From an optimization exercise on the open Yosys and OpenROAD flow, aimed at small area and a short achievable clock period; shortcuts taken in it are not production practice. Where RTL was checked, it was by simulation tests only, not by an equivalence proof against the original. Power figures rest on the tool's default switching activity, not on a simulated workload.

==> inputs of onyx <==
==> flow/design.v <==
module SUBW #(
  parameter W = 8,
  parameter PREFIX = 0       
  ) (
  input  wire [W-1:0] x,
  input  wire [W-1:0] y,
  output wire [W-1:0] d,
  output wire         bo
  );
  localparam L = (W <= 2) ? 1 : (W <= 4) ? 2 : (W <= 8) ? 3 : (W <= 16) ? 4 : 5;
  wire [W-1:0] G [0:2*L];
  wire [W-1:0] P [0:2*L];
  assign G[0] = ~x & y;
  assign P[0] = ~x | y;
  genvar l, j;
  generate
    if (PREFIX == 3) begin : g_op
      assign {bo, d} = {1'b0, x} - {1'b0, y};
    end else begin : g_pf
      for (l = 0; l < 2 * L; l = l + 1) begin : g_lvl
        for (j = 0; j < W; j = j + 1) begin : g_bit
          localparam integer K =
            (PREFIX == 0) ? ((l < L && j >= (1 << l)) ? j - (1 << l) : -1) :
            (PREFIX == 1) ? ((l < L && ((j >> l) & 1)) ? ((j >> l) << l) - 1 : -1) :
            (l < L) ? (((j + 1) % (2 << l) == 0) ? j - (1 << l) : -1) :
            (l < 2 * L - 1) ?
              (((j + 1) % (2 << (2 * L - 2 - l)) == (1 << (2 * L - 2 - l)) &&
                j >= (2 << (2 * L - 2 - l))) ? j - (1 << (2 * L - 2 - l)) : -1) : -1;
          if (K >= 0) begin : g_c
            assign G[l+1][j] = G[l][j] | (P[l][j] & G[l][K]);
            assign P[l+1][j] = P[l][j] & P[l][K];
          end else begin : g_p
            assign G[l+1][j] = G[l][j];
            assign P[l+1][j] = P[l][j];
          end
        end
      end
      wire [W:0] c = {G[2*L], 1'b0};
      wire [W-1:0] xy = x ^ y;
      assign d  = xy ^ c[W-1:0];
      assign bo = c[W];
    end
  endgenerate
endmodule
module DIV_R4 #(
  parameter FIRST = 0,
  parameter LAST = 15,
  parameter PREFIX = 1,
  parameter HI3_FROM_B = 0    
  ) (
  input  wire [15:0] a,
  input  wire [15:0] b,
  input  wire [17:0] b3,      
  input  wire [15:0] r_in,
  output wire [15:0] q,
  output wire [15:0] r_out
  );
  wire [16:0] b2 = {b, 1'b0};
  wire [18:0] hi1, hi2, hi3;
  wire [17:0] b1x = {2'b00, b};
  wire [17:0] b2x = {1'b0, b2};
  genvar w;
  generate
    for (w = 0; w <= 18; w = w + 1) begin : g_hi
      if (w == 18) begin : g_top
        assign hi1[w] = 1'b0;
        assign hi2[w] = 1'b0;
        assign hi3[w] = 1'b0;
      end else begin : g_or
        assign hi1[w] = |b1x[17:w];
        assign hi2[w] = |b2x[17:w];
        if (HI3_FROM_B) begin : g_cmp
          assign hi3[w] = ({16'd0, b} >= (((32'd1 << w) + 32'd2) / 32'd3));
        end else begin : g_b3
          assign hi3[w] = |b3[17:w];
        end
      end
    end
  endgenerate
  wire [15:0] r [FIRST:LAST + 2];
  assign r[FIRST] = r_in;
  genvar s;
  generate
    for (s = FIRST; s <= LAST; s = s + 2) begin : g_step
      localparam W = s + 2;
      wire [W-1:0] x;
      if (s == 0) begin : g_x0
        assign x = a[15:14];
      end else begin : g_xn
        assign x = {r[s][s-1:0], a[15-s], a[14-s]};
      end
      wire [W-1:0] d1, d2, d3;
      wire bo1, bo2, bo3;
      SUBW #(.W(W), .PREFIX(PREFIX)) U_s1 (.x(x), .y(b [W-1:0]), .d(d1), .bo(bo1));
      SUBW #(.W(W), .PREFIX(PREFIX)) U_s2 (.x(x), .y(b2[W-1:0]), .d(d2), .bo(bo2));
      SUBW #(.W(W), .PREFIX(PREFIX)) U_s3 (.x(x), .y(b3[W-1:0]), .d(d3), .bo(bo3));
      wire ge1 = ~bo1 & ~hi1[W];
      wire ge2 = ~bo2 & ~hi2[W];
      wire ge3 = ~bo3 & ~hi3[W];
      assign q[15-s] = ge2;
      assign q[14-s] = ge3 | (ge1 & ~ge2);
      wire [W-1:0] rn = ge3 ? d3 : ge2 ? d2 : ge1 ? d1 : x;
      if (W >= 16) begin : g_last
        assign r[s+2] = rn[15:0];
      end else begin : g_mid
        assign r[s+2] = {{(16-W){1'b0}}, rn};
      end
    end
  endgenerate
  assign r_out = r[LAST + 1];
  genvar u;
  generate
    for (u = 0; u < 16; u = u + 1) begin : g_q
      if (u > 15 - FIRST || u < 15 - LAST) begin : g_z
        assign q[u] = 1'b0;
      end
    end
  endgenerate
endmodule
module MUL_LO17 (
  input  wire [15:0] a,
  input  wire [15:0] b,
  output wire [16:0] p
  );
  wire [18:0] bx = {2'b00, b, 1'b0};    
  wire [17:0] ax = {1'b0, a, 1'b0};     
  wire [16:0] pp [0:8];
  genvar i, j;
  generate
    for (i = 0; i < 9; i = i + 1) begin : g_row
      wire b0 = bx[2*i], b1 = bx[2*i+1], b2 = bx[2*i+2];
      wire one = b1 ^ b0;
      wire two = (b2 & ~b1 & ~b0) | (~b2 & b1 & b0);
      wire neg = b2;
      wire [16:0] row;
      for (j = 0; j < 17; j = j + 1) begin : g_bit
        if (j < 2 * i) begin : g_lo
          assign row[j] = 1'b0;
        end else begin : g_hi
          wire s = (one & ax[j - 2*i + 1]) | (two & ax[j - 2*i]);
          assign row[j] = s ^ neg;
        end
      end
      assign pp[i] = row + ({16'd0, neg} << (2 * i));
    end
  endgenerate
  assign p = pp[0] + pp[1] + pp[2] + pp[3] + pp[4] + pp[5] + pp[6] + pp[7] + pp[8];
endmodule
module ALU_TOP #(
  parameter DATA_WIDTH = 16
  ) (
  input wire [DATA_WIDTH - 1 : 0] A,
  input wire [DATA_WIDTH - 1 : 0] B,
  input wire [3:0] ALU_FUN,
  input wire CLK,
  output wire [DATA_WIDTH - 1 : 0] Arith_OUT,
  output wire Carry_OUT,
  output wire Arith_Flag,
  output wire [DATA_WIDTH - 1 : 0] Logic_OUT,
  output wire Logic_Flag,
  output wire [DATA_WIDTH - 1 : 0] Shift_OUT,
  output wire Shift_Flag,
  output wire [DATA_WIDTH - 1 : 0] CMP_OUT,
  output wire CMP_Flag
  );
  localparam K = 10;    
  wire [15:0] q_pre;
  wire [15:0] r_pre;
  wire [17:0] b3_pre = {2'b00, B} + {1'b0, B, 1'b0};
  DIV_R4 #(.FIRST(0), .LAST(K - 1), .HI3_FROM_B(1)) U_div_pre (
    .a(A), .b(B), .b3(b3_pre), .r_in(16'd0), .q(q_pre), .r_out(r_pre)
  );
  reg [15:0] a_q, b_q;
  reg [3:0]  fun_q;
  reg [K-1:0] qh_q;
  reg [K-1:0] r_q;
  reg [17:0] b3_q;
  always @(posedge CLK) begin
    a_q   <= A;
    b_q   <= B;
    fun_q <= ALU_FUN;
    qh_q  <= q_pre[15:16-K];
    r_q   <= r_pre[K-1:0];
    b3_q  <= b3_pre;
  end
  wire [15:0] q_post;
  wire [15:0] r_post;
  DIV_R4 #(.FIRST(K), .LAST(15)) U_div_post (
    .a(a_q), .b(b_q), .b3(b3_q), .r_in({{(16-K){1'b0}}, r_q}), .q(q_post), .r_out(r_post)
  );
  wire [15:0] quot = {qh_q, q_post[15-K:0]};
  wire [16:0] sum  = {1'b0, a_q} + {1'b0, b_q};
  wire [16:0] dif  = {1'b0, a_q} - {1'b0, b_q};
  wire [16:0] prod;
  MUL_LO17 U_mul (.a(a_q), .b(b_q), .p(prod));
  wire sel_arith = (fun_q[3:2] == 2'b00);
  wire sel_logic = (fun_q[3:2] == 2'b01);
  wire sel_cmp   = (fun_q[3:2] == 2'b10);
  wire sel_shift = (fun_q[3:2] == 2'b11);
  reg [16:0] arith;
  always @(*) begin
    case (fun_q[1:0])
      2'b00: arith = sum;
      2'b01: arith = dif;
      2'b10: arith = prod;
      default: arith = {1'b0, quot};
    endcase
  end
  assign {Carry_OUT, Arith_OUT} = sel_arith ? arith : 17'd0;
  assign Arith_Flag = sel_arith;
  reg [15:0] logic_r;
  always @(*) begin
    case (fun_q[1:0])
      2'b00: logic_r = a_q & b_q;
      2'b01: logic_r = a_q | b_q;
      2'b10: logic_r = ~(a_q & b_q);
      default: logic_r = ~(a_q | b_q);
    endcase
  end
  assign Logic_OUT  = sel_logic ? logic_r : 16'd0;
  assign Logic_Flag = sel_logic;
  reg [1:0] cmp_r;
  always @(*) begin
    case (fun_q[1:0])
      2'b00: cmp_r = 2'd0;
      2'b01: cmp_r = (a_q == b_q) ? 2'd1 : 2'd0;
      2'b10: cmp_r = (a_q > b_q) ? 2'd2 : 2'd0;
      default: cmp_r = (a_q < b_q) ? 2'd3 : 2'd0;
    endcase
  end
  assign CMP_OUT  = sel_cmp ? {14'd0, cmp_r} : 16'd0;
  assign CMP_Flag = sel_cmp;
  reg [15:0] shift_r;
  always @(*) begin
    case (fun_q[1:0])
      2'b00: shift_r = a_q >> 1;
      2'b01: shift_r = a_q << 1;
      2'b10: shift_r = b_q >> 1;
      default: shift_r = b_q << 1;
    endcase
  end
  assign Shift_OUT  = sel_shift ? shift_r : 16'd0;
  assign Shift_Flag = sel_shift;
endmodule
==> flow/flow/run.sh <==
#!/bin/bash
set -euo pipefail
MARGIN=24.5
bash standard.sh ADDER_MAP_FILE= SETUP_SLACK_MARGIN=$MARGIN \
  "BUFFER_PORTS_ARGS=-buffer_cell sky130_fd_sc_hd__buf_2" finish > standard_make.log 2>&1
==> flow/standard.sh <==
#!/bin/bash
# synth_recipe.tcl (not shown) runs the flow's synth.tcl, then flattens the netlist and writes it again
# the make line also repeats each setting of config.mk as NAME=value (left out here)
make -C /OpenROAD-flow-scripts/flow DESIGN_CONFIG=/design/flow/config.mk WORK_HOME=/design/flow/orfs CLKGATE_MAP_FILE= SYNTH_SCRIPT=/design/flow/synth_recipe.tcl "${@:-finish}"
==> flow/config.mk <==
export PLATFORM = sky130hd
export DESIGN_NAME = ALU_TOP
export DESIGN_NICKNAME = ALU_TOP
export VERILOG_FILES = /design/flow/design.v
export SDC_FILE = /design/flow/constraint.sdc
export NUM_CORES = 4
export LEC_CHECK = 0
export ABC_AREA = 1
export CAP_MARGIN = 20
export CORE_MARGIN = 2
export CORE_UTILIZATION = 60
export SLEW_MARGIN = 20
export TNS_END_PERCENT = 0
==> flow/constraint.sdc <==
create_clock -name core_clock -period 38.0 [get_ports {CLK}]
set_input_delay 7.6000 -clock core_clock [delete_from_list [all_inputs] [get_ports {CLK}]]
set_output_delay 7.6000 -clock core_clock [all_outputs]
set_load 0.01 [all_outputs]
==> inputs of juniper, as changes to onyx <==
==> flow/design.v (replaced) <==
module SUBW #(
  parameter W = 8
  ) (
  input  wire [W-1:0] x,
  input  wire [W-1:0] y,
  output wire [W-1:0] d,
  output wire         bo
  );
  wire [W-1:0] G [0:5];
  wire [W-1:0] P [0:5];
  assign G[0] = ~x & y;
  assign P[0] = ~x | y;
  genvar l, j;
  generate
    for (l = 0; l < 5; l = l + 1) begin : g_lvl
      for (j = 0; j < W; j = j + 1) begin : g_bit
        if (j >= (1 << l)) begin : g_c
          assign G[l+1][j] = G[l][j] | (P[l][j] & G[l][j - (1 << l)]);
          assign P[l+1][j] = P[l][j] & P[l][j - (1 << l)];
        end else begin : g_p
          assign G[l+1][j] = G[l][j];
          assign P[l+1][j] = P[l][j];
        end
      end
    end
  endgenerate
  wire [W:0] c = {G[5], 1'b0};
  wire [W-1:0] yc = y ^ c[W-1:0];
  assign d  = x ^ yc;
  assign bo = c[W];
endmodule
module DIV_R4 #(
  parameter FIRST = 0,
  parameter LAST = 15
  ) (
  input  wire [15:0] a,
  input  wire [15:0] b,
  input  wire [17:0] b3,      
  input  wire [15:0] r_in,
  output wire [15:0] q,
  output wire [15:0] r_out
  );
  wire [16:0] b2 = {b, 1'b0};
  wire [18:0] hi1, hi2, hi3;
  assign hi1[18] = 1'b0;
  assign hi2[18] = 1'b0;
  assign hi3[18] = 1'b0;
  genvar w;
  generate
    for (w = 17; w >= 0; w = w - 1) begin : g_hi
      assign hi1[w] = hi1[w + 1] | ((w < 16) ? b[w < 16 ? w : 0] : 1'b0);
      assign hi2[w] = hi2[w + 1] | ((w < 17) ? b2[w < 17 ? w : 0] : 1'b0);
      assign hi3[w] = hi3[w + 1] | b3[w];
    end
  endgenerate
  wire [15:0] r [FIRST:LAST + 2];
  assign r[FIRST] = r_in;
  genvar s;
  generate
    for (s = FIRST; s <= LAST; s = s + 2) begin : g_step
      localparam W = s + 2;
      wire [W-1:0] x;
      if (s == 0) begin : g_x0
        assign x = a[15:14];
      end else begin : g_xn
        assign x = {r[s][s-1:0], a[15-s], a[14-s]};
      end
      wire [W-1:0] d1, d2, d3;
      wire bo1, bo2, bo3;
      SUBW #(.W(W)) U_s1 (.x(x), .y(b [W-1:0]), .d(d1), .bo(bo1));
      SUBW #(.W(W)) U_s2 (.x(x), .y(b2[W-1:0]), .d(d2), .bo(bo2));
      SUBW #(.W(W)) U_s3 (.x(x), .y(b3[W-1:0]), .d(d3), .bo(bo3));
      wire ge1 = ~bo1 & ~hi1[W];
      wire ge2 = ~bo2 & ~hi2[W];
      wire ge3 = ~bo3 & ~hi3[W];
      assign q[15-s] = ge2;
      assign q[14-s] = ge3 | (ge1 & ~ge2);
      wire [W-1:0] rn = ge3 ? d3 : ge2 ? d2 : ge1 ? d1 : x;
      if (W >= 16) begin : g_last
        assign r[s+2] = rn[15:0];
      end else begin : g_mid
        assign r[s+2] = {{(16-W){1'b0}}, rn};
      end
    end
  endgenerate
  assign r_out = r[LAST + 1];
  genvar u;
  generate
    for (u = 0; u < 16; u = u + 1) begin : g_q
      if (u > 15 - FIRST || u < 15 - LAST) begin : g_z
        assign q[u] = 1'b0;
      end
    end
  endgenerate
endmodule
module ALU_TOP #(
  parameter DATA_WIDTH = 16
  ) (
  input wire [DATA_WIDTH - 1 : 0] A,
  input wire [DATA_WIDTH - 1 : 0] B,
  input wire [3:0] ALU_FUN,
  input wire CLK,
  output wire [DATA_WIDTH - 1 : 0] Arith_OUT,
  output wire Carry_OUT,
  output wire Arith_Flag,
  output wire [DATA_WIDTH - 1 : 0] Logic_OUT,
  output wire Logic_Flag,
  output wire [DATA_WIDTH - 1 : 0] Shift_OUT,
  output wire Shift_Flag,
  output wire [DATA_WIDTH - 1 : 0] CMP_OUT,
  output wire CMP_Flag
  );
  localparam K = 8;    
  wire [15:0] q_pre;
  wire [15:0] r_pre;
  wire [17:0] b3_pre = {2'b00, B} + {1'b0, B, 1'b0};
  DIV_R4 #(.FIRST(0), .LAST(K - 1)) U_div_pre (
    .a(A), .b(B), .b3(b3_pre), .r_in(16'd0), .q(q_pre), .r_out(r_pre)
  );
  reg [15:0] a_q, b_q;
  reg [3:0]  fun_q;
  reg [K-1:0] qh_q;
  reg [K-1:0] r_q;
  reg [17:0] b3_q;
  always @(posedge CLK) begin
    a_q   <= A;
    b_q   <= B;
    fun_q <= ALU_FUN;
    qh_q  <= q_pre[15:16-K];
    r_q   <= r_pre[K-1:0];
    b3_q  <= b3_pre;
  end
  wire [15:0] q_post;
  wire [15:0] r_post;
  DIV_R4 #(.FIRST(K), .LAST(15)) U_div_post (
    .a(a_q), .b(b_q), .b3(b3_q), .r_in({{(16-K){1'b0}}, r_q}), .q(q_post), .r_out(r_post)
  );
  wire [15:0] quot = {qh_q, q_post[15-K:0]};
  wire [16:0] sum  = {1'b0, a_q} + {1'b0, b_q};
  wire [16:0] dif  = {1'b0, a_q} - {1'b0, b_q};
  wire [16:0] prod = a_q * b_q;
  wire sel_arith = (fun_q[3:2] == 2'b00);
  wire sel_logic = (fun_q[3:2] == 2'b01);
  wire sel_cmp   = (fun_q[3:2] == 2'b10);
  wire sel_shift = (fun_q[3:2] == 2'b11);
  reg [16:0] arith;
  always @(*) begin
    case (fun_q[1:0])
      2'b00: arith = sum;
      2'b01: arith = dif;
      2'b10: arith = prod;
      default: arith = {1'b0, quot};
    endcase
  end
  assign {Carry_OUT, Arith_OUT} = sel_arith ? arith : 17'd0;
  assign Arith_Flag = sel_arith;
  reg [15:0] logic_r;
  always @(*) begin
    case (fun_q[1:0])
      2'b00: logic_r = a_q & b_q;
      2'b01: logic_r = a_q | b_q;
      2'b10: logic_r = ~(a_q & b_q);
      default: logic_r = ~(a_q | b_q);
    endcase
  end
  assign Logic_OUT  = sel_logic ? logic_r : 16'd0;
  assign Logic_Flag = sel_logic;
  reg [1:0] cmp_r;
  always @(*) begin
    case (fun_q[1:0])
      2'b00: cmp_r = 2'd0;
      2'b01: cmp_r = (a_q == b_q) ? 2'd1 : 2'd0;
      2'b10: cmp_r = (a_q > b_q) ? 2'd2 : 2'd0;
      default: cmp_r = (a_q < b_q) ? 2'd3 : 2'd0;
    endcase
  end
  assign CMP_OUT  = sel_cmp ? {14'd0, cmp_r} : 16'd0;
  assign CMP_Flag = sel_cmp;
  reg [15:0] shift_r;
  always @(*) begin
    case (fun_q[1:0])
      2'b00: shift_r = a_q >> 1;
      2'b01: shift_r = a_q << 1;
      2'b10: shift_r = b_q >> 1;
      default: shift_r = b_q << 1;
    endcase
  end
  assign Shift_OUT  = sel_shift ? shift_r : 16'd0;
  assign Shift_Flag = sel_shift;
endmodule
==> flow/flow/run.sh (replaced) <==
#!/bin/bash
# The standard layout, with the resizer's setup repair aimed well below the
# clock period (the SDC is unchanged; only how hard repair_timing works).
set -euo pipefail
MARGIN=${MARGIN:-22}
bash standard.sh SETUP_SLACK_MARGIN=$MARGIN finish > standard_make.log 2>&1
Settings changed: ABC_AREA 1 to not set, CORE_UTILIZATION 60 to 40, TNS_END_PERCENT 0 to not set.
==> notes.md <==
	onyx	juniper
Post-Synth XOR/XNOR Area	12.8%	9.01%
Compound-Gate Fraction of Synth Area	18.8%	25.9%
F_max	75.2 MHz	60.8 MHz
Clock group	0.0798 mW	0.0930 mW
Min Clock Period, post-route	13.30 ns	16.45 ns
Via total after detailed routing	20700	22200
Largest net degree at the start of global routing	36	70
Outcome	timing/DRC/antenna clean	timing/DRC/antenna clean
Hold-critical path endpoint	a_q[1]	b_q[10]
Number of sequential storage elements	73	69
Instance count of the mapped netlist	3085	2722
Area occupied by multi-input gates	13000 um2	18600 um2
FF+latch area	1480 um2	1410 um2
Clock transition at the registers of the reported paths	0.06 ns	0.07 ns
Most common cell after layout, fill and taps aside	sky130_fd_sc_hd__nand2_1	sky130_fd_sc_hd__nor2_1
Cell repeated most along the worst path	sky130_fd_sc_hd__nand2_1	sky130_fd_sc_hd__buf_4
Pre-Repair DR Iteration Count	6	7
Slowest cell on the critical path	sky130_fd_sc_hd__dfxtp_1	sky130_fd_sc_hd__a311oi_2
Ratio of cells with drive above 1 in the final layout	13.9%	20.8%
Wire length of the first global-routing pass	90700 um	124000 um
Clock sink count	73	69
Min Hold Slack	7.36 ns	7.50 ns
Horizontal die dimension	168 um	228 um
Critical Path AT	5.70 ns	8.85 ns
Total setup buffers inserted after CTS	19	110
Cell with the most instances after synthesis	sky130_fd_sc_hd__nand2_1	sky130_fd_sc_hd__nor2_1
Function not checked in juniper: the RTL went through the layout flow alone.

## what the ideal ports hide
How much do the figures lean on ideal ports? The routed layouts below were timed once more, with nothing changed but the port constraints. Step 1 assumes that a clkbuf_16 drives the clock port and a buf_2 every other input. Step 2, shift: input delay + t, output delay - t, t = (earliest + latest rising clock arrival at the registers) / 2. This alone moves slack from input paths to output paths. Three values: ideal ports, drivers, drivers and shift; two values: the first two.
| run | t, ns | setup WS [ns] | worst hold slack (ns) | clock arrival spread, ns | pins driven straight from the clock port |
|---|---|---|---|---|---|
| onyx | 0.375 | 24.704 / 24.660 / 24.662 | 7.361 / 7.337 / 7.712 | 0.011 / 0.010 | 1 |
| juniper | 0.431 | 21.552 / 21.502 / 21.809 | 7.501 / 7.473 / 7.904 | 0.021 / 0.021 | 1 |
After both steps every run listed still meets setup and hold. The setup slack of onyx, which loses most, moves by -0.044 ns with the drivers and by -0.042 ns with both steps.
